Background: an optimization exercise with open tools, aiming at small area and a short achievable clock period. Do not read the settings as production practice. At most, simulation tests tie the RTL to the original design; equivalence was not proved.

==> v28: inputs <==
// fifo
module fifo(clk, rst, buf_in, buf_out, wr_en, rd_en, buf_empty, buf_full, fifo_counter);
==> module fifo, before the edit <==
module fifo(clk, rst, buf_in, buf_out, wr_en, rd_en, buf_empty, buf_full, fifo_counter);
input clk, rst, wr_en, rd_en;
input [7:0] buf_in;
output [7:0] buf_out;
output buf_full, buf_empty;
output [6:0] fifo_counter;
reg [7:0] buf_out;
reg [6:0] fifo_counter;
reg empty_r;
reg [511:0] store;
wire full = fifo_counter[6];
wire wr = wr_en & ~full;
wire rd = rd_en & ~empty_r;
assign buf_full = full;
assign buf_empty = empty_r;
wire [5:0] c = fifo_counter[5:0];
wire [7:0] sel_lo, sel_hi;
genvar k, j;
generate
  for (k = 0; k < 8; k = k + 1) begin : g_dec
    assign sel_lo[k] = (c[2:0] == k);
    assign sel_hi[k] = (c[5:3] == k);
  end
endgenerate
wire [7:0] grp [0:7];
wire [7:0] head;
generate
  for (j = 0; j < 8; j = j + 1) begin : g_grp
    reg [7:0] g;
    integer m;
    always @* begin
      g = 8'd0;
      for (m = 0; m < 8; m = m + 1)
        g = g | ({8{sel_lo[m]}} & store[8*((8*j + m + 63) % 64) +: 8]);
    end
    assign grp[j] = g;
  end
endgenerate
reg [7:0] h;
integer n;
always @* begin
  h = 8'd0;
  for (n = 0; n < 8; n = n + 1)
    h = h | ({8{sel_hi[n]}} & grp[n]);
end
assign head = h;
always @(posedge clk)
  if (wr)
    store <= {store[503:0], buf_in};
wire [6:0] cnt_inc = fifo_counter + 7'd1;
wire [6:0] cnt_dec = fifo_counter - 7'd1;
wire cnt_is1 = (fifo_counter == 7'd1);
always @(posedge clk) begin
  if (rst) begin
    fifo_counter <= 7'd0;
    empty_r <= 1'b1;
    buf_out <= 8'd0;
  end else begin
    if (wr & ~rd)
      fifo_counter <= cnt_inc;
    else if (rd & ~wr)
      fifo_counter <= cnt_dec;
    if (wr)
      empty_r <= 1'b0;
    else if (rd & cnt_is1)
      empty_r <= 1'b1;
    if (rd)
      buf_out <= head;
  end
end
endmodule
Settings: LEC_CHECK=0, CAP_MARGIN=20, CORE_MARGIN=2, CORE_UTILIZATION=65, SETUP_SLACK_MARGIN=1.3, SLEW_MARGIN=20; clock period 3.0 ns.
run.sh (not shown) runs the stock make flow with config.mk's settings and CLKGATE_MAP_FILE= SYNTH_SCRIPT=/design/flow/synth_recipe.tcl, a recipe that flattens the netlist after the stock synthesis.
==> v13: changes against v28 <==
==> flow/design.v (replaced) <==
`timescale 1ns / 1ps
module fifo(clk, rst, buf_in, buf_out, wr_en, rd_en, buf_empty, buf_full, fifo_counter);
input clk, rst, wr_en, rd_en;
input [7:0] buf_in;
output [7:0] buf_out;
output buf_full, buf_empty;
output [6:0] fifo_counter;
reg [7:0] buf_out;
reg [6:0] fifo_counter;   
reg buf_full;             
reg buf_empty;            
reg [6:0] cnt;            
reg empty_r;              
reg [511:0] store;
reg [31:0] sel_lo;        
reg [7:0] sel_hi;         
wire wr = wr_en & ~cnt[6];
wire rd = rd_en & ~empty_r;
wire inc = wr & ~rd;
wire dec = rd & ~wr;
wire inc_hi = inc & sel_lo[7];
wire dec_hi = dec & sel_lo[0];
wire rd_last = rd_en & (cnt == 7'd1);
wire rd_go = rd & ~rst;
wire rd_hold = ~rd & ~rst;
wire [7:0] sel_rd = sel_hi & {8{rd_go}};
wire [7:0] out_nx;
genvar b, j, q;
generate
  for (b = 0; b < 8; b = b + 1) begin : g_bit
    wire [7:0] grp;
    for (j = 0; j < 8; j = j + 1) begin : g_grp
      wire [7:0] d;
      for (q = 0; q < 8; q = q + 1) begin : g_ent
        assign d[q] = store[8*((8*j + q + 63) % 64) + b];
      end
      fifo_sel8 u_lo (.s(sel_lo[8*(b/2) +: 8]), .d(d), .y(grp[j]));
    end
    fifo_sel8h u_hi (.s(sel_rd), .d(grp), .h(rd_hold), .q(buf_out[b]), .y(out_nx[b]));
  end
endgenerate
always @(posedge clk)
  if (wr)
    store <= {store[503:0], buf_in};
wire [6:0] cnt_inc = cnt + 7'd1;
wire [6:0] cnt_dec = cnt - 7'd1;
wire up = inc & ~rst;
wire dn = dec & ~rst;
wire keep = ~inc & ~dec & ~rst;
wire up_hi = inc_hi & ~rst;
wire dn_hi = dec_hi & ~rst;
wire keep_hi = ~inc_hi & ~dec_hi & ~rst;
wire [6:0] cnt_nx, cnt_out_nx;
wire [31:0] lo_nx;
wire [7:0] hi_nx;
wire full_nx, empty_nx, empty_out_nx;
generate
  for (q = 0; q < 7; q = q + 1) begin : g_cnt
    fifo_upd u_c (.i(up), .d(dn), .h(keep), .a(cnt_inc[q]), .b(cnt_dec[q]), .c(cnt[q]),
                  .y(cnt_nx[q]));
    fifo_upd u_o (.i(up), .d(dn), .h(keep), .a(cnt_inc[q]), .b(cnt_dec[q]), .c(cnt[q]),
                  .y(cnt_out_nx[q]));
  end
  for (q = 0; q < 8; q = q + 1) begin : g_ring
    if (q == 0) begin : g_first
      fifo_upd_set u_h (.r(rst), .i(up_hi), .d(dn_hi), .h(keep_hi), .a(sel_hi[7]),
                        .b(sel_hi[1]), .c(sel_hi[0]), .y(hi_nx[0]));
    end else begin : g_rest
      fifo_upd u_h (.i(up_hi), .d(dn_hi), .h(keep_hi), .a(sel_hi[q-1]), .b(sel_hi[(q+1)%8]),
                    .c(sel_hi[q]), .y(hi_nx[q]));
    end
  end
  for (q = 0; q < 32; q = q + 1) begin : g_lo
    if (q % 8 == 0) begin : g_first
      fifo_upd_set u_l (.r(rst), .i(up), .d(dn), .h(keep), .a(sel_lo[q+7]), .b(sel_lo[q+1]),
                        .c(sel_lo[q]), .y(lo_nx[q]));
    end else begin : g_rest
      fifo_upd u_l (.i(up), .d(dn), .h(keep), .a(sel_lo[q-1]), .b(sel_lo[q-q%8+(q+1)%8]),
                    .c(sel_lo[q]), .y(lo_nx[q]));
    end
  end
endgenerate
fifo_upd u_full (.i(up), .d(dn), .h(keep), .a(cnt_inc[6]), .b(cnt_dec[6]), .c(cnt[6]),
                 .y(full_nx));
fifo_eupd u_e (.rst(rst), .wr(wr), .last(rd_last), .e(empty_r), .y(empty_nx));
fifo_eupd u_eo (.rst(rst), .wr(wr), .last(rd_last), .e(empty_r), .y(empty_out_nx));
always @(posedge clk) begin
  cnt <= cnt_nx;
  fifo_counter <= cnt_out_nx;
  buf_full <= full_nx;
  empty_r <= empty_nx;
  buf_empty <= empty_out_nx;
  sel_lo <= lo_nx;
  sel_hi <= hi_nx;
  buf_out <= out_nx;
end
endmodule
module fifo_sel8(s, d, y);
input [7:0] s, d;
output y;
assign y = |(s & d);
endmodule
module fifo_sel8h(s, d, h, q, y);
input [7:0] s, d;
input h, q;
output y;
assign y = |(s & d) | (h & q);
endmodule
module fifo_upd(i, d, h, a, b, c, y);
input i, d, h, a, b, c;
output y;
assign y = (i & a) | (d & b) | (h & c);
endmodule
module fifo_upd_set(r, i, d, h, a, b, c, y);
input r, i, d, h, a, b, c;
output y;
assign y = r | (i & a) | (d & b) | (h & c);
endmodule
module fifo_eupd(rst, wr, last, e, y);
input rst, wr, last, e;
output y;
assign y = rst | (~wr & (e | last));
endmodule
--- a/flow/config.mk
+++ b/flow/config.mk
@@ -10,3 +10,6 @@
 export CORE_UTILIZATION = 65
-export SETUP_SLACK_MARGIN = 1.3
+export CTS_CLUSTER_DIAMETER = 60
+export CTS_CLUSTER_SIZE = 22
+export SETUP_SLACK_MARGIN = 1.4
 export SLEW_MARGIN = 20
+export SYNTH_HIERARCHICAL = 1
==> v14: changes against v28 <==
==> flow/design.v (replaced) <==
`timescale 1ns / 1ps
module fifo(clk, rst, buf_in, buf_out, wr_en, rd_en, buf_empty, buf_full, fifo_counter);
input clk, rst, wr_en, rd_en;
input [7:0]buf_in;
output [7:0]buf_out;
output buf_full, buf_empty;
output [6:0]fifo_counter;
reg [7:0]buf_out;
reg buf_full, buf_empty;
reg [6:0]fifo_counter;
reg [6:0]rd_ptr, wr_ptr;
reg [7:0]buf_mem[63:0];
          always@(fifo_counter)begin
            buf_empty = (fifo_counter == 0);
            buf_full = (fifo_counter == 64); 
          end
          always@(posedge clk)begin
            if(rst)
              fifo_counter <= 0;
            else if((!buf_empty && rd_en) && (!buf_full && wr_en))
              fifo_counter <= fifo_counter;
            else if(!buf_full && wr_en)
              fifo_counter <= fifo_counter+1;
            else if(!buf_empty && rd_en)
              fifo_counter <= fifo_counter-1;
            else
              fifo_counter <= fifo_counter;
          end
          always@(posedge clk)begin
            if(!buf_full && wr_en)
              buf_mem[wr_ptr[5:0]] <= buf_in;
            else
             buf_mem[wr_ptr[5:0]] <=  buf_mem[wr_ptr[5:0]];
          end
          always@(posedge clk)begin
            if(rst)
              buf_out <= 0;
            else if(!buf_empty && rd_en)
              buf_out <= buf_mem[rd_ptr[5:0]];
            else
              buf_out <= buf_out;
          end
          always@(posedge clk)begin
            if(rst)begin
              rd_ptr <= 0;
              wr_ptr <= 0;
            end 
            else begin
            if(!buf_full && wr_en)
              wr_ptr <= wr_ptr+1;
            else 
              wr_ptr <= wr_ptr;
            if(!buf_empty && rd_en)
              rd_ptr <= rd_ptr+1;
            else
              rd_ptr <= rd_ptr;
           end
         end                
endmodule
--- a/flow/config.mk
+++ b/flow/config.mk
@@ -9,4 +9,3 @@
 export CORE_MARGIN = 2
-export CORE_UTILIZATION = 65
-export SETUP_SLACK_MARGIN = 1.3
+export CORE_UTILIZATION = 40
 export SLEW_MARGIN = 20
==> v30: changes against v28 <==
--- a/flow/design.v
+++ b/flow/design.v
@@ -16,33 +16,10 @@
 assign buf_empty = empty_r;
-wire [5:0] c = fifo_counter[5:0];
-wire [7:0] sel_lo, sel_hi;
-genvar k, j;
-generate
-  for (k = 0; k < 8; k = k + 1) begin : g_dec
-    assign sel_lo[k] = (c[2:0] == k);
-    assign sel_hi[k] = (c[5:3] == k);
-  end
-endgenerate
-wire [7:0] grp [0:7];
-wire [7:0] head;
-generate
-  for (j = 0; j < 8; j = j + 1) begin : g_grp
-    reg [7:0] g;
-    integer m;
-    always @* begin
-      g = 8'd0;
-      for (m = 0; m < 8; m = m + 1)
-        g = g | ({8{sel_lo[m]}} & store[8*((8*j + m + 63) % 64) +: 8]);
-    end
-    assign grp[j] = g;
-  end
-endgenerate
-reg [7:0] h;
-integer n;
+reg [7:0] head;
+integer i;
 always @* begin
-  h = 8'd0;
-  for (n = 0; n < 8; n = n + 1)
-    h = h | ({8{sel_hi[n]}} & grp[n]);
+  head = 8'd0;
+  for (i = 0; i < 64; i = i + 1)
+    if (fifo_counter[5:0] == ((i + 1) & 63))
+      head = head | store[8*i +: 8];
 end
-assign head = h;
 always @(posedge clk)
--- a/flow/config.mk
+++ b/flow/config.mk
@@ -9,4 +9,4 @@
 export CORE_MARGIN = 2
-export CORE_UTILIZATION = 65
-export SETUP_SLACK_MARGIN = 1.3
+export CORE_UTILIZATION = 60
+export SETUP_SLACK_MARGIN = 1.2
 export SLEW_MARGIN = 20
==> results.yml <==
outcome:
  status: "complete, no violations"
worst_setup_path:
  timing.critical_path.max_delay_family: "simple AND/OR/NAND/NOR gates"
  critPathCapture: "buf_out[7]$_SDFFE_PP0P_"
  timing.critical_path.slowest_cell_delay_ns: 0.40
synth:
  synth-seq-cells: 528
  postSynthNetCount: 1230
  mappedNetlistArea_um2: 20160
  synthSimpleGateAreaFrac_pct: 7.933
grt:
  grt_pass1_wl_mm: 95.86
  pin_count_of_the_biggest_net_entering_global_routing: 155
  grt_util_met1_pct: 55.03
power_and_ir_drop:
  post-layout-total-power_uw: 24130
  power.density_cell_area_nw_per_um2: 962.2
worst_hold_path:
  hold_path.class: "flop to flop"
placed_design:
  post-dp-hpwl_mm: 45.67
Source of the figures above: v30

==> results.yml <==
outcome:
  status: "complete, no violations"
synth:
  mappedNetlistArea_um2: 20560
  synthSimpleGateAreaFrac_pct: 3.201
  synth-seq-cells: 577
  postSynthNetCount: 1125
grt:
  grt_pass1_wl_mm: 66.44
  pin_count_of_the_biggest_net_entering_global_routing: 76
worst_setup_path:
  timing.critical_path.max_delay_family: "simple AND/OR/NAND/NOR gates"
  critPathCapture: "buf_out[2]$_DFF_P_"
  timing.critical_path.slowest_cell_delay_ns: 0.41
power_and_ir_drop:
  power.density_cell_area_nw_per_um2: 689.1
  post-layout-total-power_uw: 16350
placed_design:
  post-dp-hpwl_mm: 22.85
Source of the figures above: v13

==> results.yml <==
grt:
  antenna_found_initial: 1
  grt_pass1_wl_mm: 70.38
  pin_count_of_the_biggest_net_entering_global_routing: 62
  grt_util_met1_pct: 45.72
synth:
  mappedNetlistArea_um2: 19540
  synth-seq-cells: 528
  postSynthNetCount: 1075
timing:
  relSlewSlack_pct: 57.75
outcome:
  status: "complete, no violations"
worst_hold_path:
  hold_path.class: "flop to flop"
power_and_ir_drop:
  power_frac_clock_pct: 25.1
  power.density_cell_area_nw_per_um2: 1112
worst_setup_path:
  timing.critical_path.slowest_cell_delay_ns: 0.56
  timing.critical_path.max_delay_family: "compound AO/OA/AOI/OAI gates"
  critPathCapture: "buf_out[5]$_SDFFE_PP0P_"
Source of the figures above: v28

==> results.yml <==
outcome:
  status: "complete, no violations"
synth:
  mappedNetlistArea_um2: 21270
  synthSimpleGateAreaFrac_pct: 3.876
  synth-seq-cells: 539
  postSynthNetCount: 1114
worst_setup_path:
  critPathCapture: "buf_empty"
  timing.critical_path.slowest_cell_delay_ns: 0.54
placed_design:
  post-dp-hpwl_mm: 30.52
power_and_ir_drop:
  power.density_cell_area_nw_per_um2: 757.3
  post-layout-total-power_uw: 18850
clock_network:
  number_of_hold_buffers_added_after_cts: 0
detailed_routing:
  met2WireLength_mm: 22.96
grt:
  grt_pass1_wl_mm: 72.21
  grt_util_met1_pct: 24.76
worst_hold_path:
  hold_path.class: "input pin to flop"
Source of the figures above: v14

Only the layout flow was run in v28, v13 and v30; the RTL was not checked for function there.

[separate check: timing with driven ports]
How much do the figures lean on ideal ports? The routed layouts below were timed once more, with nothing changed but the port constraints. Step 1: set_driving_cell puts a clkbuf_16 on clk and a buf_2 on each other input, an assumption about the parent block. Step 2 times the ports against the registers' clock, not the clock port: input delays grow and output delays shrink by t, the midpoint of the rising clock arrivals with the driver on. a / b / c = ideal / step 1 / step 2; a / b = the first two.
run | shift t [ns] | setup slack, ns | clock arrival spread, ns
v28 | 0.612 | 0.547 / 0.547 / 0.547 | 0.026 / 0.026
v13 | 0.579 | 1.288 / 1.288 / 0.728 | 0.027 / 0.026
v14 | 0.655 | 0.283 / 0.225 / 0.188 | 0.019 / 0.019
v30 | 0.653 | 0.621 / 0.621 / 0.583 | 0.032 / 0.032
After both steps setup and hold are still met in every run listed. For v13, which loses most, drivers alone change the setup slack by 0.000 ns; drivers and shift together by -0.560 ns.
